Context: an optimization exercise on an open-source flow, tuned for small area, a short achievable clock period and few clock cycles per item. The choices shown serve that exercise and are no tape-out recipe.
In this exercise RTL edits were held to simulation tests only and were not proved equivalent to the original.
Power figures rest on the tool's default switching activity, not on a simulated workload.

--- flow/standard.sh ---
#!/bin/bash
# synth_recipe.tcl (not shown) runs the flow's synth.tcl, then flattens the netlist and writes it again
# the make line also repeats each setting of config.mk as NAME=value (left out here)
make -C /OpenROAD-flow-scripts/flow DESIGN_CONFIG=/design/flow/config.mk WORK_HOME=/design/flow/orfs CLKGATE_MAP_FILE= SYNTH_SCRIPT=/design/flow/synth_recipe.tcl "${@:-finish}"
--- flow/flow/run.sh ---
#!/bin/bash
# Own flow: the standard layout (standard.sh; the standard synthesis unchanged) with two
# changes, both passed to ORFS through its own variables:
#  - buffer_ports makes every port buffer a sky130_fd_sc_hd__buf_2 (instead of the default,
#    a slow delay cell); every input and output port still gets its buffer;
#  - after the global-route stage's own repairs, flow/post_grt.tcl runs an area recovery
#    (flow/area_recover.tcl) that downsizes logic cells whose smaller size leaves the worst
#    setup and hold slack and the slew/capacitance checks no worse.
# Each ORFS step writes its full log under orfs/logs/; make's own output goes to
# standard_flow.log here.
set -euo pipefail
here=$(pwd)
export BUFFER_PORTS_ARGS="-buffer_cell sky130_fd_sc_hd__buf_2"
export POST_GLOBAL_ROUTE_TCL="$here/flow/post_grt.tcl"
bash standard.sh finish > standard_flow.log 2>&1
--- flow/constraint.sdc ---
create_clock -name core_clock -period 8.0 [get_ports {clk}]
set_input_delay 1.6000 -clock core_clock [delete_from_list [all_inputs] [get_ports {clk}]]
set_output_delay 1.6000 -clock core_clock [all_outputs]
set_load 0.01 [all_outputs]
--- flow/config.mk ---
export PLATFORM = sky130hd
export DESIGN_NAME = matrix_multiplier
export DESIGN_NICKNAME = matrix_multiplier
export VERILOG_FILES = /design/flow/design.v
export SDC_FILE = /design/flow/constraint.sdc
export NUM_CORES = 4
export LEC_CHECK = 0
export CAP_MARGIN = 20
export CORE_MARGIN = 2
export CORE_UTILIZATION = 40
export CTS_BUF_LIST = sky130_fd_sc_hd__clkbuf_4
export SETUP_SLACK_MARGIN = 4
export SLEW_MARGIN = 20
export SYNTH_HIERARCHICAL = 1
export SYNTH_MINIMUM_KEEP_SIZE = 0
--- flow/flow/area_recover.tcl ---
# Area recovery after global-route repair: try each logic cell (not registers, not the
# clock tree) at smaller drive strengths of the same cell family, and keep the smaller one
# only when the worst setup slack, the worst hold slack and the slew and capacitance
# checks do not get worse. Parasitics are estimated again after every swap.
proc ar_ws {} { return [sta::worst_slack_cmd max] }
proc ar_hs {} { return [sta::worst_slack_cmd min] }
proc ar_viol {} {
  return [expr {[sta::max_slew_violation_count] + [sta::max_capacitance_violation_count]}]
}
set ar_lib [lindex [get_libs *] 0]
set ar_names {}
foreach lc [get_lib_cells *] { lappend ar_names [get_name $lc] }
set ar_dont_use [expr {[info exists ::env(DONT_USE_CELLS)] ? $::env(DONT_USE_CELLS) : {}}]
if {![info exists ::ar_mode]} { set ::ar_mode -global_routing }
log_cmd estimate_parasitics $::ar_mode
set ws0 [ar_ws]
set hs0 [ar_hs]
set v0 [ar_viol]
puts "area recovery: start ws [format %.4f [expr {$ws0 * 1e9}]] hs [format %.4f [expr {$hs0 * 1e9}]] violations $v0"
set saved 0.0
set changed 0
foreach inst [get_cells *] {
  set ref [get_property $inst ref_name]
  if {[regexp {dfxtp|dfrtp|dfstp|edfxtp|clkbuf|clkinv|clkdly|tapvpwr|fill|decap|conb|dlygate} $ref]} { continue }
  if {![regexp {^(.*)_([0-9]+)$} $ref -> base drv]} { continue }
  set cands {}
  foreach n $ar_names {
    if {[regexp "^${base}_(\[0-9\]+)\$" $n -> d] && $d < $drv && [lsearch -exact $ar_dont_use $n] < 0} {
      lappend cands [list $d $n]
    }
  }
  if {$cands eq {}} { continue }
  set cur $ref
  foreach c [lsort -integer -index 0 $cands] {
    set n [lindex $c 1]
    set lc [get_lib_cells */$n]
    replace_cell $inst $lc
    estimate_parasitics $::ar_mode
    if {[ar_ws] >= $ws0 - 1e-13 && [ar_hs] >= [expr {min($hs0, 0.05e-9)}] && [ar_viol] <= $v0} {
      set a0 [get_property [get_lib_cells */$cur] area]
      set a1 [get_property $lc area]
      set saved [expr {$saved + $a0 - $a1}]
      incr changed
      set cur $n
      break
    }
    replace_cell $inst [get_lib_cells */$cur]
    estimate_parasitics $::ar_mode
  }
}
puts "area recovery: $changed cells downsized, [format %.1f $saved] um2 saved, ws [format %.4f [expr {[ar_ws] * 1e9}]]"
--- flow/flow/post_grt.tcl ---
# POST_GLOBAL_ROUTE hook: area recovery (area_recover.tcl), followed by detailed placement
# and an incremental global route in the same way global_route.tcl does it after its own
# repairs.
source [file join [file dirname [info script]] area_recover.tcl]
log_cmd global_route -start_incremental
log_cmd detailed_placement
log_cmd global_route -end_incremental
log_cmd estimate_parasitics -global_routing
report_worst_slack -max -digits 4
write_guides $::env(RESULTS_DIR)/route.guide
--- flow/design.v ---
module matrix_multiplier(
    input logic clk,
    input logic NRST,
    input logic start,
    input logic [7:0] A,
    input logic [7:0 ]B,
    output logic [16:0] out,
    output logic out_strobe
);
   logic busy;
   logic [16:0] s_q, s_d;
   logic [15:5] c_q, c_d;
   logic go, keep;
   wire one1, two2, neg3, bp4, bp5, bp6, bp7, bp8, bp9, bp10, bp11, bp12, one13, two14, neg15, bp16, bp17, bp18, bp19, bp20, bp21, bp22, bp23, bp24, one25, two26, neg27, bp28, bp29, bp30, bp31, bp32, bp33, bp34, bp35, bp36, one37, two38, neg39, bp40, bp41, bp42, bp43, bp44, bp45, bp46, bp47, bp48, m49, m50, m51, m52, m53, sx54, sa55, m56, mc57, sx58, sa59, m60, mc61, sx62, sa63, m64, mc65, sx66, sa67, m68, mc69, sx70, sa71, m72, mc73, sx74, sa75, m76, mc77, sx78, sa79, m80, mc81, sx82, sa83, m84, mc85, sx86, sa87, m88, mc89, sx90, sa91, m92, mc93, sx94, sa95, m96, mc97, m98, s99, c100, s101, c102, s103, c104, s105, c106, s107, c108, s109, c110, s111, c112, s113, c114, s115, c116, s117, c118, s119, c120, s121, c122, s123, c124, s125, c126, s127, c128, s129, c130, s131, c132, s133, c134, s135, c136, s137, c138, s139, c140, s141, c142, s143, c144, s145, c146, s147, c148, s149, c150, s151, c152, s153, c154, s155, c156, s157, c158, s159, c160, s161, c162, s163, c164;
   assign go = start;
   assign keep = busy | ~start;
   assign one1 = go & (B[0] ^ 1'b0);
   assign two2 = go & ((B[1] & ~B[0] & ~1'b0) | (~B[1] & B[0] & 1'b0));
   assign neg3 = go & B[1] & ~(B[0] & 1'b0);
   assign bp4 = ((one1 & A[0]) | (two2 & 1'b0)) ^ neg3;
   assign bp5 = ((one1 & A[1]) | (two2 & A[0])) ^ neg3;
   assign bp6 = ((one1 & A[2]) | (two2 & A[1])) ^ neg3;
   assign bp7 = ((one1 & A[3]) | (two2 & A[2])) ^ neg3;
   assign bp8 = ((one1 & A[4]) | (two2 & A[3])) ^ neg3;
   assign bp9 = ((one1 & A[5]) | (two2 & A[4])) ^ neg3;
   assign bp10 = ((one1 & A[6]) | (two2 & A[5])) ^ neg3;
   assign bp11 = ((one1 & A[7]) | (two2 & A[6])) ^ neg3;
   assign bp12 = go & ~(((one1 & A[7]) | (two2 & A[7])) ^ neg3);
   assign one13 = go & (B[2] ^ B[1]);
   assign two14 = go & ((B[3] & ~B[2] & ~B[1]) | (~B[3] & B[2] & B[1]));
   assign neg15 = go & B[3] & ~(B[2] & B[1]);
   assign bp16 = ((one13 & A[0]) | (two14 & 1'b0)) ^ neg15;
   assign bp17 = ((one13 & A[1]) | (two14 & A[0])) ^ neg15;
   assign bp18 = ((one13 & A[2]) | (two14 & A[1])) ^ neg15;
   assign bp19 = ((one13 & A[3]) | (two14 & A[2])) ^ neg15;
   assign bp20 = ((one13 & A[4]) | (two14 & A[3])) ^ neg15;
   assign bp21 = ((one13 & A[5]) | (two14 & A[4])) ^ neg15;
   assign bp22 = ((one13 & A[6]) | (two14 & A[5])) ^ neg15;
   assign bp23 = ((one13 & A[7]) | (two14 & A[6])) ^ neg15;
   assign bp24 = go & ~(((one13 & A[7]) | (two14 & A[7])) ^ neg15);
   assign one25 = go & (B[4] ^ B[3]);
   assign two26 = go & ((B[5] & ~B[4] & ~B[3]) | (~B[5] & B[4] & B[3]));
   assign neg27 = go & B[5] & ~(B[4] & B[3]);
   assign bp28 = ((one25 & A[0]) | (two26 & 1'b0)) ^ neg27;
   assign bp29 = ((one25 & A[1]) | (two26 & A[0])) ^ neg27;
   assign bp30 = ((one25 & A[2]) | (two26 & A[1])) ^ neg27;
   assign bp31 = ((one25 & A[3]) | (two26 & A[2])) ^ neg27;
   assign bp32 = ((one25 & A[4]) | (two26 & A[3])) ^ neg27;
   assign bp33 = ((one25 & A[5]) | (two26 & A[4])) ^ neg27;
   assign bp34 = ((one25 & A[6]) | (two26 & A[5])) ^ neg27;
   assign bp35 = ((one25 & A[7]) | (two26 & A[6])) ^ neg27;
   assign bp36 = go & ~(((one25 & A[7]) | (two26 & A[7])) ^ neg27);
   assign one37 = go & (B[6] ^ B[5]);
   assign two38 = go & ((B[7] & ~B[6] & ~B[5]) | (~B[7] & B[6] & B[5]));
   assign neg39 = go & B[7] & ~(B[6] & B[5]);
   assign bp40 = ((one37 & A[0]) | (two38 & 1'b0)) ^ neg39;
   assign bp41 = ((one37 & A[1]) | (two38 & A[0])) ^ neg39;
   assign bp42 = ((one37 & A[2]) | (two38 & A[1])) ^ neg39;
   assign bp43 = ((one37 & A[3]) | (two38 & A[2])) ^ neg39;
   assign bp44 = ((one37 & A[4]) | (two38 & A[3])) ^ neg39;
   assign bp45 = ((one37 & A[5]) | (two38 & A[4])) ^ neg39;
   assign bp46 = ((one37 & A[6]) | (two38 & A[5])) ^ neg39;
   assign bp47 = ((one37 & A[7]) | (two38 & A[6])) ^ neg39;
   assign bp48 = go & ~(((one37 & A[7]) | (two38 & A[7])) ^ neg39);
   assign m49 = keep & s_q[0];
   assign m50 = keep & s_q[1];
   assign m51 = keep & s_q[2];
   assign m52 = keep & s_q[3];
   assign m53 = keep & s_q[4];
   assign sx54 = s_q[5] ^ c_q[5];
   assign sa55 = s_q[5] & c_q[5];
   assign m56 = bp9 ^ (keep & sx54);
   assign mc57 = keep & (sa55 | (bp9 & sx54));
   assign sx58 = s_q[6] ^ c_q[6];
   assign sa59 = s_q[6] & c_q[6];
   assign m60 = neg39 ^ (keep & sx58);
   assign mc61 = keep & (sa59 | (neg39 & sx58));
   assign sx62 = s_q[7] ^ c_q[7];
   assign sa63 = s_q[7] & c_q[7];
   assign m64 = mc61 ^ (keep & sx62);
   assign mc65 = keep & (sa63 | (mc61 & sx62));
   assign sx66 = s_q[8] ^ c_q[8];
   assign sa67 = s_q[8] & c_q[8];
   assign m68 = bp22 ^ (keep & sx66);
   assign mc69 = keep & (sa67 | (bp22 & sx66));
   assign sx70 = s_q[9] ^ c_q[9];
   assign sa71 = s_q[9] & c_q[9];
   assign m72 = bp23 ^ (~keep | sx70);
   assign mc73 = (keep & sa71) | (bp23 & (~keep | sx70));
   assign sx74 = s_q[10] ^ c_q[10];
   assign sa75 = s_q[10] & c_q[10];
   assign m76 = bp34 ^ (~keep | sx74);
   assign mc77 = (keep & sa75) | (bp34 & (~keep | sx74));
   assign sx78 = s_q[11] ^ c_q[11];
   assign sa79 = s_q[11] & c_q[11];
   assign m80 = bp35 ^ (keep & sx78);
   assign mc81 = keep & (sa79 | (bp35 & sx78));
   assign sx82 = s_q[12] ^ c_q[12];
   assign sa83 = s_q[12] & c_q[12];
   assign m84 = bp46 ^ (~keep | sx82);
   assign mc85 = (keep & sa83) | (bp46 & (~keep | sx82));
   assign sx86 = s_q[13] ^ c_q[13];
   assign sa87 = s_q[13] & c_q[13];
   assign m88 = bp47 ^ (keep & sx86);
   assign mc89 = keep & (sa87 | (bp47 & sx86));
   assign sx90 = s_q[14] ^ c_q[14];
   assign sa91 = s_q[14] & c_q[14];
   assign m92 = bp48 ^ (~keep | sx90);
   assign mc93 = (keep & sa91) | (bp48 & (~keep | sx90));
   assign sx94 = s_q[15] ^ c_q[15];
   assign sa95 = s_q[15] & c_q[15];
   assign m96 = mc93 ^ (keep & sx94);
   assign mc97 = keep & (sa95 | (mc93 & sx94));
   assign m98 = ~keep | s_q[16];
   mm_fa u_s99 (.a(m49), .b(neg3), .c(bp4), .s(s99), .co(c100));
   mm_fa u_s101 (.a(m50), .b(bp5), .c(c100), .s(s101), .co(c102));
   mm_fa u_s103 (.a(m51), .b(neg15), .c(bp6), .s(s103), .co(c104));
   mm_fa u_s105 (.a(bp16), .b(s103), .c(c102), .s(s105), .co(c106));
   mm_fa u_s107 (.a(m52), .b(bp7), .c(bp17), .s(s107), .co(c108));
   mm_fa u_s109 (.a(c104), .b(s107), .c(c106), .s(s109), .co(c110));
   mm_fa u_s111 (.a(m53), .b(neg27), .c(bp8), .s(s111), .co(c112));
   mm_fa u_s113 (.a(bp18), .b(bp28), .c(c108), .s(s113), .co(c114));
   mm_fa u_s115 (.a(s111), .b(s113), .c(c110), .s(s115), .co(c116));
   mm_fa u_s117 (.a(bp19), .b(bp29), .c(m56), .s(s117), .co(c118));
   mm_fa u_s119 (.a(c112), .b(s117), .c(c114), .s(s119), .co(c120));
   mm_fa u_s121 (.a(m60), .b(bp10), .c(bp20), .s(s121), .co(c122));
   mm_fa u_s123 (.a(bp30), .b(bp40), .c(mc57), .s(s123), .co(c124));
   mm_fa u_s125 (.a(s121), .b(c118), .c(s123), .s(s125), .co(c126));
   mm_fa u_s127 (.a(bp11), .b(bp21), .c(bp31), .s(s127), .co(c128));
   mm_fa u_s129 (.a(bp41), .b(m64), .c(c122), .s(s129), .co(c130));
   mm_fa u_s131 (.a(s127), .b(c124), .c(s129), .s(s131), .co(c132));
   mm_fa u_s133 (.a(bp32), .b(bp42), .c(bp12), .s(s133), .co(c134));
   mm_fa u_s135 (.a(mc65), .b(m68), .c(c128), .s(s135), .co(c136));
   mm_fa u_s137 (.a(s133), .b(c130), .c(s135), .s(s137), .co(c138));
   mm_fa u_s139 (.a(bp33), .b(bp43), .c(m72), .s(s139), .co(c140));
   mm_fa u_s141 (.a(mc69), .b(c134), .c(s139), .s(s141), .co(c142));
   mm_ha u_s143 (.a(c136), .b(s141), .s(s143), .co(c144));
   mm_fa u_s145 (.a(bp44), .b(bp24), .c(m76), .s(s145), .co(c146));
   mm_fa u_s147 (.a(mc73), .b(c140), .c(s145), .s(s147), .co(c148));
   mm_ha u_s149 (.a(c142), .b(s147), .s(s149), .co(c150));
   mm_fa u_s151 (.a(bp45), .b(m80), .c(mc77), .s(s151), .co(c152));
   mm_fa u_s153 (.a(c146), .b(s151), .c(c148), .s(s153), .co(c154));
   mm_fa u_s155 (.a(bp36), .b(m84), .c(mc81), .s(s155), .co(c156));
   mm_ha u_s157 (.a(c152), .b(s155), .s(s157), .co(c158));
   mm_fa u_s159 (.a(m88), .b(mc85), .c(c156), .s(s159), .co(c160));
   mm_ha u_s161 (.a(mc89), .b(m92), .s(s161), .co(c162));
   mm_ha u_s163 (.a(m98), .b(mc97), .s(s163), .co(c164));
   assign s_d[0] = s99;
   assign s_d[1] = s101;
   assign s_d[2] = s105;
   assign s_d[3] = s109;
   assign s_d[4] = s115;
   assign s_d[5] = s119;
   assign c_d[5] = c116;
   assign s_d[6] = c120;
   assign c_d[6] = s125;
   assign s_d[7] = c126;
   assign c_d[7] = s131;
   assign s_d[8] = c132;
   assign c_d[8] = s137;
   assign s_d[9] = c138;
   assign c_d[9] = s143;
   assign s_d[10] = c144;
   assign c_d[10] = s149;
   assign s_d[11] = c150;
   assign c_d[11] = s153;
   assign s_d[12] = s157;
   assign c_d[12] = c154;
   assign s_d[13] = c158;
   assign c_d[13] = s159;
   assign s_d[14] = s161;
   assign c_d[14] = c160;
   assign s_d[15] = c162;
   assign c_d[15] = m96;
   assign s_d[16] = s163;
always_ff @(posedge clk or negedge NRST) begin
    if (NRST == 0) begin
        busy <= 0;
        out_strobe <= 0;
    end else if (start == 1) begin
        busy <= !busy;
        out_strobe <= busy;
    end
end
always_ff @(posedge clk) begin
    s_q <= s_d;
    c_q <= c_d;
end
   assign out = s_q + {1'b0, c_q, 5'b0};
endmodule
module mm_benc(input logic go, input logic b1, input logic b0, input logic bm,
               output logic one, output logic two, output logic neg);
   assign one = go & (b0 ^ bm);
   assign two = go & ((b1 & ~b0 & ~bm) | (~b1 & b0 & bm));
   assign neg = go & b1 & ~(b0 & bm);
endmodule
module mm_bsel(input logic one, input logic two, input logic neg, input logic a, input logic am,
               output logic pp);
   assign pp = ((one & a) | (two & am)) ^ neg;
endmodule
module mm_x3(input logic a, input logic b, input logic c, output logic y);
   assign y = a ^ b ^ c;
endmodule
module mm_mj(input logic a, input logic b, input logic c, output logic y);
   assign y = (a & b) | (a & c) | (b & c);
endmodule
module mm_ao21(input logic a, input logic b, input logic c, output logic y);
   assign y = a | (b & c);
endmodule
module mm_and2(input logic a, input logic b, output logic y);
   assign y = a & b;
endmodule
module mm_xor2(input logic a, input logic b, output logic y);
   assign y = a ^ b;
endmodule
module mm_fa(input logic a, input logic b, input logic c, output logic s, output logic co);
   assign s = a ^ b ^ c;
   assign co = (a & b) | (a & c) | (b & c);
endmodule
module mm_ha(input logic a, input logic b, output logic s, output logic co);
   assign s = a ^ b;
   assign co = a & b;
endmodule
==> out/summary.txt, run 1 <==
outcome - complete, no violations
post-synthesis async set-or-reset flop share - 6.67%
post-synth top area share - 17.4%
Cell Chain, Critical Path - buf_4 > nand2b_4 > and2_1 > fa_2 > fa_2 > fa_2 > fa_2 > fa_1
global route overflow - 0
DRT iter0 DRCs - 72
Syn Nets - 418
TritonRoute pass-1 iters - 4
Worst-Margin Slew - 0.621 ns
DR vias - 2503
Worst Path Required - 8.21 ns
Net Sw Frac - 48.2%
GRT Total Usage - 17.5%
Hold-fix buffers, CTS - 0
Initial Util - 41.0%
Worst setup SP type - primary input
clock network fraction of total power - 6.8%
post-synthesis sequential area ratio - 18.3%
Cell Area, Synth - 3340 um^2
pin count of the biggest net entering global routing - 24
setup bufs post-CTS - 0
area grow syn2layout - 3.98%
CTS root buf - clkbuf_4
DRC viols - 0
Max-cap violations - 0
Switch Pwr - 0.643 mW
# clock sinks - 30
Routability Congestion - 0.913
Clock H-tree levels - 2
Worst Hold Class - reg2reg
first-pass GRT wire length - 12300 um
number of synthesized flops with an enable pin - 0
Syn Inst Count - 347
slowest stage delay, CP - 0.42 ns
Final #Nets - 432
commonest non-fill, non-tap cell in the layout - xnor2_1
Final Instance Count excl. Fillers - 467
CTS Buf Count - 5
HPWL after DPL - 5760 um
synth warn - 7
Achievable Freq - 0.255 GHz
fin util - 42.6%
Clock Latency Late Sink - 0.33 ns
Slowest cell on crit path - fa_1
relative max-transition margin - 58.6%
P_int - 0.690 mW
combinational power share - 73.2%
Data arrival, critical path - 4.14 ns
Layout Skew - 0.00470 ns
# port buffers - 36
vias in the first global route - 2509
LEAKAGE - 1.43 nW
CP Capture Type - flip-flop
flops & latches, synth - 30
Setup Viol. Count Final - 0
Seq pwr share - 20.0%
clock-pin slew on the worst setup and hold paths - 0.10 ns
critical-path maximum fanout - 23
cell area power density - 384 nW/um^2
I/O pin count - 37
WL/cell - 15.4 um
crit path time final - 3.93 ns
Synth area leaders - fa_1 17%, dfxtp_1 17%, xnor2_1 8.9%, ha_1 8.6%, a22oi_2 4.9%
post-synth cell types - 59
top_reg_cell synth - dfxtp_1
die area - 9090 um^2
Multi-input gate area - 2470 um^2
most area-hungry cell type in the Yosys netlist - fa_1
Avg Vias per Cell - 5.36
ANT nets after route - 0
num rows - 33
Longest Clk Path Bufs - 2
initial antenna violation count - 0
CTS tree - done
die height - 95.3 um
Post-CTS Resized - 3
Crit Path Class - in2reg
final worst-path cycle share - 49.1%
layout cells sized above 1 - 10.2%
most frequent cells in the layout - 34 x xnor2_1, 32 x buf_1, 28 x dfxtp_1, 27 x nand2_1, 23 x fa_1
TNS Setup - 0 ns
core area - 8130 um^2
syn avg cell area - 9.61 um^2
Cells after DPL - 456
WL final - 7210 um
max-slew violations - 0
Inserted Diodes - 0
DIE WIDTH - 95.3 um
cell mode on critical path - fa_2
FF+latch area - 611 um^2
count of final hold-check violations - 0
fillers - 825
VDD IR max - 0.131 mV
==> worst max-delay path, delay by kind of cell <==
kind	cells	cell delay, ns
fa+ha+maj	5	1.86
buf+inv	1	0.23
simple gates	2	0.44
==> power by group through the flow <==
stage / clock [mW] / sequential (mW) / combinational, mW
finish: 0.0907 / 0.267 / 0.976
CTS: 0.0954 / 0.267 / 1.01
detailed placement: 0 / 0.270 / 1.00
global placement: 0 / 0.267 / 0.989
floorplan: 0 / 0.263 / 0.772
==> cell families after synthesis <==
family                     count (synthesis)  share of synthesized area, %
and+or+nand+nor                           96                          15.8
AOI/OAI and AO/OA                         80                          18.9
adders and majority gates                 52                          26.0
buffers and inverters                     42                          7.01
xor gates and xnor gates                  40                          11.7
DFF                                       30                          18.3
muxes                                      7                          2.18
==> stage by stage <==
stage	hold slack, ns	setup WS (ns)	instance area, um^2	total power [mW]
floorplan	0.477	3.83	3380	1.03
global placement	0.492	3.58	3470	1.26
detailed placement	0.495	3.49	3470	1.27
CTS	0.520	3.99	3540	1.38
finish	0.500	4.07	3470	1.33
==> path summary, 6_finish.rpt <==
path	startpoint	end	slack (ns)	cells past startpoint
max	start	s_q[4]	4.07	8
min	out_strobe	out_strobe	0.50	1
max reg2reg	busy	s_q[4]	5.07	7
min reg2reg	out_strobe	out_strobe	0.50	1
max in group asynchronous	NRST	busy	6.84	1
min in group asynchronous	NRST	out_strobe	1.04	1
==> area by class of cell <==
type | count | area share (%)
Multi-Input combinational cell | 275 | 71.1
Sequential cell | 30 | 17.6
Timing Repair Buffer | 39 | 4.62
Tap cell | 105 | 3.79
Inverter | 10 | 1.33
Clock buffer | 6 | 1.30
Clock inverter | 2 | 0.253
==> per-module statistics from Yosys (local to each module, per instance) <==
| module | copies in the design | cells | area (um^2) | flip-flops and latches |
|---|---|---|---|---|
| mm_ha | 5 | 1 | 12.5 | 0 |
| matrix_multiplier | 1 | 314 | 2710 | 30 |
| mm_fa | 28 | 1 | 20.0 | 0 |
==> state kept, by name, indices dropped and copies added (netlist names) <==
| signal | cells |
|---|---|
| out_strobe | 1 |
| c_q | 11 |
| busy | 1 |
| s_q | 17 |
==> layer usage <==
layer | part of all wire (%) | global-route usage, % | vias up
met5 | 0 | 0 | -
met4 | 1.2 | 4.59 | 0
met3 | 4.0 | 2.37 | 8
met2 | 43 | 26.5 | 57
met1 | 52 | 26.0 | 1199
li1 | - | - | 1239
==> synthesized netlist by cell type (4+ instances only) <==
library cell,instances
a21o_1,6
a21oi_1,13
a22oi_1,10
a22oi_2,13
and2_1,11
and3_1,4
buf_2,4
buf_4,8
buf_6,5
clkbuf_1,12
dfxtp_1,28
fa_1,29
ha_1,23
inv_1,8
mux2i_1,5
nand2_1,27
nand2b_1,6
nand3b_1,5
nor2_1,20
o21ai_0,8
o31ai_1,5
or2_1,4
xnor2_1,34
Testbench counts, summed over its fixed seeds: cycles 3,200, items 1,600.
==> run 2, diff against run 1 <==
--- a/flow/design.v
+++ b/flow/design.v
@@ -9,9 +9,9 @@
 );
    logic busy;
    logic [16:0] s_q, s_d;
-   logic [15:5] c_q, c_d;
+   logic [13:5] c_q, c_d;
    logic go, keep;
-   wire one1, two2, neg3, bp4, bp5, bp6, bp7, bp8, bp9, bp10, bp11, bp12, one13, two14, neg15, bp16, bp17, bp18, bp19, bp20, bp21, bp22, bp23, bp24, one25, two26, neg27, bp28, bp29, bp30, bp31, bp32, bp33, bp34, bp35, bp36, one37, two38, neg39, bp40, bp41, bp42, bp43, bp44, bp45, bp46, bp47, bp48, m49, m50, m51, m52, m53, sx54, sa55, m56, mc57, sx58, sa59, m60, mc61, sx62, sa63, m64, mc65, sx66, sa67, m68, mc69, sx70, sa71, m72, mc73, sx74, sa75, m76, mc77, sx78, sa79, m80, mc81, sx82, sa83, m84, mc85, sx86, sa87, m88, mc89, sx90, sa91, m92, mc93, sx94, sa95, m96, mc97, m98, s99, c100, s101, c102, s103, c104, s105, c106, s107, c108, s109, c110, s111, c112, s113, c114, s115, c116, s117, c118, s119, c120, s121, c122, s123, c124, s125, c126, s127, c128, s129, c130, s131, c132, s133, c134, s135, c136, s137, c138, s139, c140, s141, c142, s143, c144, s145, c146, s147, c148, s149, c150, s151, c152, s153, c154, s155, c156, s157, c158, s159, c160, s161, c162, s163, c164;
+   wire one1, two2, neg3, bp4, bp5, bp6, bp7, bp8, bp9, bp10, bp11, bp12, one13, two14, neg15, bp16, bp17, bp18, bp19, bp20, bp21, bp22, bp23, bp24, one25, two26, neg27, bp28, bp29, bp30, bp31, bp32, bp33, bp34, bp35, bp36, one37, two38, neg39, bp40, bp41, bp42, bp43, bp44, bp45, bp46, bp47, bp48, m49, m50, m51, m52, m53, sx54, sa55, m56, mc57, sx58, sa59, m60, mc61, sx62, sa63, m64, mc65, sx66, sa67, m68, mc69, sx70, sa71, m72, mc73, sx74, sa75, m76, mc77, sx78, sa79, m80, mc81, sx82, sa83, m84, mc85, sx86, sa87, m88, mc89, m90, m91, m92, s93, c94, s95, c96, s97, c98, s99, c100, s101, c102, s103, c104, s105, c106, s107, c108, s109, c110, s111, c112, s113, c114, s115, c116, s117, c118, s119, c120, s121, c122, s123, c124, s125, c126, s127, c128, s129, c130, s131, c132, s133, c134, s135, c136, s137, c138, s139, c140, s141, c142, s143, c144, s145, c146, s147, c148, s149, c150, s151, c152, s153, c154, s155, c156, s157, c158, s159, c160, s161, c162;
    assign go = start;
    assign keep = busy | ~start;
    assign one1 = go & (B[0] ^ 1'b0);
@@ -103,76 +103,70 @@
    assign sa87 = s_q[13] & c_q[13];
    assign m88 = bp47 ^ (keep & sx86);
    assign mc89 = keep & (sa87 | (bp47 & sx86));
-   assign sx90 = s_q[14] ^ c_q[14];
-   assign sa91 = s_q[14] & c_q[14];
-   assign m92 = bp48 ^ (~keep | sx90);
-   assign mc93 = (keep & sa91) | (bp48 & (~keep | sx90));
-   assign sx94 = s_q[15] ^ c_q[15];
-   assign sa95 = s_q[15] & c_q[15];
-   assign m96 = mc93 ^ (keep & sx94);
-   assign mc97 = keep & (sa95 | (mc93 & sx94));
-   assign m98 = ~keep | s_q[16];
-   mm_fa u_s99 (.a(m49), .b(neg3), .c(bp4), .s(s99), .co(c100));
-   mm_fa u_s101 (.a(m50), .b(bp5), .c(c100), .s(s101), .co(c102));
-   mm_fa u_s103 (.a(m51), .b(neg15), .c(bp6), .s(s103), .co(c104));
-   mm_fa u_s105 (.a(bp16), .b(s103), .c(c102), .s(s105), .co(c106));
-   mm_fa u_s107 (.a(m52), .b(bp7), .c(bp17), .s(s107), .co(c108));
-   mm_fa u_s109 (.a(c104), .b(s107), .c(c106), .s(s109), .co(c110));
-   mm_fa u_s111 (.a(m53), .b(neg27), .c(bp8), .s(s111), .co(c112));
-   mm_fa u_s113 (.a(bp18), .b(bp28), .c(c108), .s(s113), .co(c114));
-   mm_fa u_s115 (.a(s111), .b(s113), .c(c110), .s(s115), .co(c116));
-   mm_fa u_s117 (.a(bp19), .b(bp29), .c(m56), .s(s117), .co(c118));
-   mm_fa u_s119 (.a(c112), .b(s117), .c(c114), .s(s119), .co(c120));
-   mm_fa u_s121 (.a(m60), .b(bp10), .c(bp20), .s(s121), .co(c122));
-   mm_fa u_s123 (.a(bp30), .b(bp40), .c(mc57), .s(s123), .co(c124));
+   assign m90 = ~keep | s_q[14];
+   assign m91 = keep & s_q[15];
+   assign m92 = ~keep | s_q[16];
+   mm_fa u_s93 (.a(m49), .b(neg3), .c(bp4), .s(s93), .co(c94));
+   mm_fa u_s95 (.a(m50), .b(bp5), .c(c94), .s(s95), .co(c96));
+   mm_fa u_s97 (.a(m51), .b(neg15), .c(bp6), .s(s97), .co(c98));
+   mm_fa u_s99 (.a(bp16), .b(s97), .c(c96), .s(s99), .co(c100));
+   mm_fa u_s101 (.a(m52), .b(bp7), .c(bp17), .s(s101), .co(c102));
+   mm_fa u_s103 (.a(c98), .b(s101), .c(c100), .s(s103), .co(c104));
+   mm_fa u_s105 (.a(m53), .b(neg27), .c(bp8), .s(s105), .co(c106));
+   mm_fa u_s107 (.a(bp18), .b(bp28), .c(c102), .s(s107), .co(c108));
+   mm_fa u_s109 (.a(s105), .b(s107), .c(c104), .s(s109), .co(c110));
+   mm_fa u_s111 (.a(bp19), .b(bp29), .c(m56), .s(s111), .co(c112));
+   mm_fa u_s113 (.a(c106), .b(s111), .c(c108), .s(s113), .co(c114));
+   mm_fa u_s115 (.a(m60), .b(bp10), .c(bp20), .s(s115), .co(c116));
+   mm_fa u_s117 (.a(bp30), .b(bp40), .c(mc57), .s(s117), .co(c118));
+   mm_fa u_s119 (.a(s115), .b(c112), .c(s117), .s(s119), .co(c120));
+   mm_fa u_s121 (.a(bp11), .b(bp21), .c(bp31), .s(s121), .co(c122));
+   mm_fa u_s123 (.a(bp41), .b(m64), .c(c116), .s(s123), .co(c124));
    mm_fa u_s125 (.a(s121), .b(c118), .c(s123), .s(s125), .co(c126));
-   mm_fa u_s127 (.a(bp11), .b(bp21), .c(bp31), .s(s127), .co(c128));
-   mm_fa u_s129 (.a(bp41), .b(m64), .c(c122), .s(s129), .co(c130));
+   mm_fa u_s127 (.a(bp32), .b(bp42), .c(bp12), .s(s127), .co(c128));
+   mm_fa u_s129 (.a(mc65), .b(m68), .c(c122), .s(s129), .co(c130));
    mm_fa u_s131 (.a(s127), .b(c124), .c(s129), .s(s131), .co(c132));
-   mm_fa u_s133 (.a(bp32), .b(bp42), .c(bp12), .s(s133), .co(c134));
-   mm_fa u_s135 (.a(mc65), .b(m68), .c(c128), .s(s135), .co(c136));
-   mm_fa u_s137 (.a(s133), .b(c130), .c(s135), .s(s137), .co(c138));
-   mm_fa u_s139 (.a(bp33), .b(bp43), .c(m72), .s(s139), .co(c140));
-   mm_fa u_s141 (.a(mc69), .b(c134), .c(s139), .s(s141), .co(c142));
+   mm_fa u_s133 (.a(bp33), .b(bp43), .c(m72), .s(s133), .co(c134));
+   mm_fa u_s135 (.a(mc69), .b(c128), .c(s133), .s(s135), .co(c136));
+   mm_ha u_s137 (.a(c130), .b(s135), .s(s137), .co(c138));
+   mm_fa u_s139 (.a(bp44), .b(bp24), .c(m76), .s(s139), .co(c140));
+   mm_fa u_s141 (.a(mc73), .b(c134), .c(s139), .s(s141), .co(c142));
    mm_ha u_s143 (.a(c136), .b(s141), .s(s143), .co(c144));
-   mm_fa u_s145 (.a(bp44), .b(bp24), .c(m76), .s(s145), .co(c146));
-   mm_fa u_s147 (.a(mc73), .b(c140), .c(s145), .s(s147), .co(c148));
-   mm_ha u_s149 (.a(c142), .b(s147), .s(s149), .co(c150));
-   mm_fa u_s151 (.a(bp45), .b(m80), .c(mc77), .s(s151), .co(c152));
-   mm_fa u_s153 (.a(c146), .b(s151), .c(c148), .s(s153), .co(c154));
-   mm_fa u_s155 (.a(bp36), .b(m84), .c(mc81), .s(s155), .co(c156));
-   mm_ha u_s157 (.a(c152), .b(s155), .s(s157), .co(c158));
-   mm_fa u_s159 (.a(m88), .b(mc85), .c(c156), .s(s159), .co(c160));
-   mm_ha u_s161 (.a(mc89), .b(m92), .s(s161), .co(c162));
-   mm_ha u_s163 (.a(m98), .b(mc97), .s(s163), .co(c164));
-   assign s_d[0] = s99;
-   assign s_d[1] = s101;
-   assign s_d[2] = s105;
-   assign s_d[3] = s109;
-   assign s_d[4] = s115;
-   assign s_d[5] = s119;
-   assign c_d[5] = c116;
-   assign s_d[6] = c120;
-   assign c_d[6] = s125;
-   assign s_d[7] = c126;
-   assign c_d[7] = s131;
-   assign s_d[8] = c132;
-   assign c_d[8] = s137;
-   assign s_d[9] = c138;
-   assign c_d[9] = s143;
-   assign s_d[10] = c144;
-   assign c_d[10] = s149;
-   assign s_d[11] = c150;
-   assign c_d[11] = s153;
-   assign s_d[12] = s157;
-   assign c_d[12] = c154;
-   assign s_d[13] = c158;
-   assign c_d[13] = s159;
-   assign s_d[14] = s161;
-   assign c_d[14] = c160;
-   assign s_d[15] = c162;
-   assign c_d[15] = m96;
-   assign s_d[16] = s163;
+   mm_fa u_s145 (.a(bp45), .b(m80), .c(mc77), .s(s145), .co(c146));
+   mm_fa u_s147 (.a(c140), .b(s145), .c(c142), .s(s147), .co(c148));
+   mm_fa u_s149 (.a(bp36), .b(m84), .c(mc81), .s(s149), .co(c150));
+   mm_ha u_s151 (.a(c146), .b(s149), .s(s151), .co(c152));
+   mm_fa u_s153 (.a(m88), .b(mc85), .c(c150), .s(s153), .co(c154));
+   mm_fa u_s155 (.a(m90), .b(bp48), .c(mc89), .s(s155), .co(c156));
+   mm_ha u_s157 (.a(s155), .b(c154), .s(s157), .co(c158));
+   mm_fa u_s159 (.a(m91), .b(c156), .c(c158), .s(s159), .co(c160));
+   mm_ha u_s161 (.a(m92), .b(c160), .s(s161), .co(c162));
+   assign s_d[0] = s93;
+   assign s_d[1] = s95;
+   assign s_d[2] = s99;
+   assign s_d[3] = s103;
+   assign s_d[4] = s109;
+   assign s_d[5] = s113;
+   assign c_d[5] = c110;
+   assign s_d[6] = c114;
+   assign c_d[6] = s119;
+   assign s_d[7] = c120;
+   assign c_d[7] = s125;
+   assign s_d[8] = c126;
+   assign c_d[8] = s131;
+   assign s_d[9] = c132;
+   assign c_d[9] = s137;
+   assign s_d[10] = c138;
+   assign c_d[10] = s143;
+   assign s_d[11] = c144;
+   assign c_d[11] = s147;
+   assign s_d[12] = s151;
+   assign c_d[12] = c148;
+   assign s_d[13] = c152;
+   assign c_d[13] = s153;
+   assign s_d[14] = s157;
+   assign s_d[15] = s159;
+   assign s_d[16] = s161;
 always_ff @(posedge clk or negedge NRST) begin
     if (NRST == 0) begin
         busy <= 0;
@@ -186,7 +180,7 @@
     s_q <= s_d;
     c_q <= c_d;
 end
-   assign out = s_q + {1'b0, c_q, 5'b0};
+   assign out = s_q + {3'b0, c_q, 5'b0};
 endmodule
 module mm_benc(input logic go, input logic b1, input logic b0, input logic bm,
                output logic one, output logic two, output logic neg);
--- a/flow/config.mk
+++ b/flow/config.mk
@@ -8,7 +8,6 @@
 export CAP_MARGIN = 20
 export CORE_MARGIN = 2
 export CORE_UTILIZATION = 40
-export CTS_BUF_LIST = sky130_fd_sc_hd__clkbuf_4
 export SETUP_SLACK_MARGIN = 4
 export SLEW_MARGIN = 20
 export SYNTH_HIERARCHICAL = 1
==> run 2 against run 1 <==
Still clean on timing, DRC and antenna. Core utilization increased by 3.0 points. Worst setup slack worse by 0.059 ns. Combinational power shrank 15%. Area after synthesis fell by 13%. Cell count shrank 11%. Die area is 13% lower. Highest routed layer unchanged.
==> out/summary.txt, run 2 <==
die area - 7940 um^2 (-13%)
critical-path maximum fanout - 29 (+26%)
layout cells sized above 1 - 16.1% (+5.9 points)
CTS root buf - clkbuf_8
CTS Buf Count - 3 (-2)
combinational power share - 70.3% (-2.9 points)
max-slew violations - 0 (unchanged)
Crit Path Class - in2reg
LEAKAGE - 1.33 nW (-7.1%)
syn avg cell area - 9.79 um^2 (+1.8%)
final worst-path cycle share - 49.8% (+0.74 points)
P_int - 0.641 mW (-7.1%)
crit path time final - 3.99 ns (+0.0591 ns)
first-pass GRT wire length - 10900 um (-11%)
initial antenna violation count - 0 (unchanged)
Data arrival, critical path - 4.15 ns (about the same)
num rows - 31 (-6.1%)
Post-CTS Resized - 17 (+14)
commonest non-fill, non-tap cell in the layout - xnor2_1
count of final hold-check violations - 0 (unchanged)
Switch Pwr - 0.544 mW (-15%)
relative max-transition margin - 68.9% (+10 points)
Clock H-tree levels - 1 (-1)
most area-hungry cell type in the Yosys netlist - fa_1
clock-pin slew on the worst setup and hold paths - 0.10 ns (about the same)
Longest Clk Path Bufs - 2 (unchanged)
TNS Setup - 0 ns (unchanged)
Setup Viol. Count Final - 0 (unchanged)
cell area power density - 363 nW/um^2 (-5.4%)
Worst setup SP type - primary input
I/O pin count - 37 (unchanged)
top_reg_cell synth - dfxtp_1
DRC viols - 0 (unchanged)
vias in the first global route - 2183 (-13%)
most frequent cells in the layout - 29 x xnor2_1, 28 x buf_1, 26 x dfxtp_1, 22 x a22oi_1, 22 x fa_1
WL final - 6250 um (-13%)
Commonest cells post-synth - 31 x fa_1, 31 x xnor2_1, 26 x dfxtp_1
Avg Vias per Cell - 5.06 (-5.6%)
setup bufs post-CTS - 4 (+4)
GRT Total Usage - 17.6% (+0.17 points)
post-synth cell types - 38 (-36%)
core area - 7140 um^2 (-12%)
slowest stage delay, CP - 0.45 ns (+0.03 ns)
CTS tree - done
die height - 89.1 um (-6.5%)
ANT nets after route - 0 (unchanged)
Clock Latency Late Sink - 0.28 ns (-0.05 ns)
# port buffers - 36 (unchanged)
Worst Path Required - 8.17 ns (-0.04 ns)
post-synthesis sequential area ratio - 19.7% (+1.4 points)
clock network fraction of total power - 8.2% (+1.4 points)
Final #Nets - 387 (-10%)
fillers - 710 (-14%)
CP Capture Type - flip-flop
Net Sw Frac - 45.9% (-2.3 points)
number of synthesized flops with an enable pin - 0 (unchanged)
HPWL after DPL - 4830 um (-16%)
Cell Area, Synth - 2900 um^2 (-13%)
synth warn - 7 (unchanged)
post-synthesis async set-or-reset flop share - 7.14% (+0.48 points)
Initial Util - 40.6% (-0.41 points)
DR vias - 2099 (-16%)
Slowest cell on crit path - fa_1
area grow syn2layout - 12.5%
Syn Inst Count - 296 (-15%)
Syn Nets - 366 (-12%)
Hold-fix buffers, CTS - 0 (unchanged)
Achievable Freq - 0.251 GHz (-1.5%)
Synth area leaders - fa_1 21%, dfxtp_1 18%, xnor2_1 9.4%, ha_1 8.6%, a22oi_1 6.2%
Cell Chain, Critical Path - buf_8 > nand2_1 > o31ai_4 > buf_2 > a22oi_1 > xnor2_1 > ha_1 > fa_1 > fa_1 > fa_1
outcome - complete, no violations
Inserted Diodes - 0 (unchanged)
Biggest register - s_q
WL/cell - 15.1 um (-2.5%)
Max-cap violations - 0 (unchanged)
VDD IR max - 0.145 mV (+10%)
Seq pwr share - 21.5% (+1.5 points)
DRT iter0 DRCs - 142 (+97%)
# clock sinks - 28 (-6.7%)
Worst Hold Class - reg2reg
pin count of the biggest net entering global routing - 30 (+25%)
Largest register FFs - 17 (unchanged)
fin util - 45.7% (+3.0 points)
Largest regs - s_q: 17 flops, c_q: 9 flops
TritonRoute pass-1 iters - 4 (unchanged)
Worst-Margin Slew - 0.466 ns (-0.156 ns)
DIE WIDTH - 89.1 um (-6.5%)
cell mode on critical path - fa_1
global route overflow - 0 (unchanged)
flops & latches, synth - 28 (-6.7%)
Layout Skew - 0.00347 ns (-0.00123 ns)
post-synth top area share - 21.4% (+4.0 points)
Routability Congestion - 0.820 (-10%)
[run 2: changes by cell type in the layout (fill, tap and decap cells not counted), sizes merged, moves of 7 or more]
| cell | delta |
|---|---|
| nor2 | -12 |
| xor2 | +11 |
| nand2 | -10 |
| and2 | +8 |
| nor2b | +7 |
[run 2: logic make-up after synthesis]
group,count (synthesis),synth area share [%]
AND/OR/NAND/NOR,72,13.8
XOR/XNOR,45,13.6
buffers and inverters,31,5.35
flip-flops,28,19.7
adder cells (fa/ha/maj),51,30.1
AO/OA/AOI/OAI,64,15.8
multiplexers,5,1.77
[run 2: Yosys stat by module, one instance, submodules excluded]
module / cells / cell area, um^2 / flip-flops and latches
mm_ha: 1 / 12.5 / 0
mm_fa: 1 / 20.0 / 0
matrix_multiplier: 261 / 2230 / 28
[run 2: routing by layer]
| layer | vias up | routed length, um | track usage [%] |
|---|---|---|---|
| met1 | 1004 | 3010 | 25.1 |
| met3 | 6 | 226 | 2.49 |
| li1 | 1042 | - | - |
| met4 | 0 | 88 | 5.56 |
| met5 | - | 0 | 0 |
| met2 | 47 | 2920 | 27.8 |
[run 2: area by class of cell]
class	count	area (um^2)	area share [%]
clock buffer	3	41.3	1.27
clock inverter	1	17.5	0.537
inverter	5	21.3	0.652
multi-input combinational	237	2290	70.1
sequential	28	571	17.5
tap	99	124	3.80
timing repair buffer	42	199	6.10
[run 2: power by group through the flow]
stage / combinational (mW) / clock [mW] / sequential [mW]
2_1_floorplan: 0.653 / 0 / 0.251
3_3_place_gp: 0.846 / 0 / 0.255
3_5_place_dp: 0.862 / 0 / 0.258
4_1_cts: 0.878 / 0.118 / 0.256
6_report: 0.833 / 0.0970 / 0.255
[run 2: final timing paths]
check,depth (start not counted),endpoint,start,slack [ns]
hold / removal,1,out_strobe,out_strobe,0.50
setup reg to reg,7,s_q[4],busy,5.03
hold reg to reg,1,out_strobe,out_strobe,0.50
min in group asynchronous,1,busy,NRST,1.09
max in group asynchronous,1,out_strobe,NRST,6.78
setup / recovery,10,c_q[11],start,4.01
[run 2: worst max-delay path: cells and delay by family]
| kind | cells | cell delay [ns] |
|---|---|---|
| adders and majority gates | 4 | 1.57 |
| buffers and inverters | 2 | 0.39 |
| AOI/OAI and AO/OA | 2 | 0.33 |
| xor gates and xnor gates | 1 | 0.15 |
| and+or+nand+nor | 1 | 0.11 |
[run 2: per-stage QoR]
step                      cells  setup slack, ns  hold slack [ns]  total power, mW  instance area (um^2)
final                       415             4.01            0.504             1.19                  3260
after floorplan             296             3.76            0.476            0.904                  3020
after detailed placement    405             3.25            0.497             1.12                  3140
after global placement      405             3.32            0.493             1.10                  3140
after CTS                   413             3.98            0.529             1.25                  3290
Testbench counts of run 2, summed over its fixed seeds: cycles 3,200, items 1,600.

re-timing with driven ports:
No port has a modelled driver above. Below, the same layouts with a new extraction and two added sets of constraints.
Step 1 assumes that a clkbuf_16 drives the clock port and a buf_2 every other input.
Step 2, shift: input delay + t, output delay - t, t = (earliest + latest rising clock arrival at the registers) / 2. This alone moves slack from input paths to output paths.
a / b / c = no drivers / after step 1 / after step 2; a / b = the first two.
| run | shift t [ns] | slack for setup (ns) | worst data-port slew with drivers (ns) |
|---|---|---|---|
| run 1 | 0.353 | 4.074 / 4.079 / 3.725 | 0.03 |
| run 2 | 0.308 | 4.015 / 3.997 / 3.689 | 0.05 |
After both steps setup and hold are still met in every run listed. For run 1, which loses most, drivers alone change the setup slack by +0.005 ns; drivers and shift together by -0.349 ns.
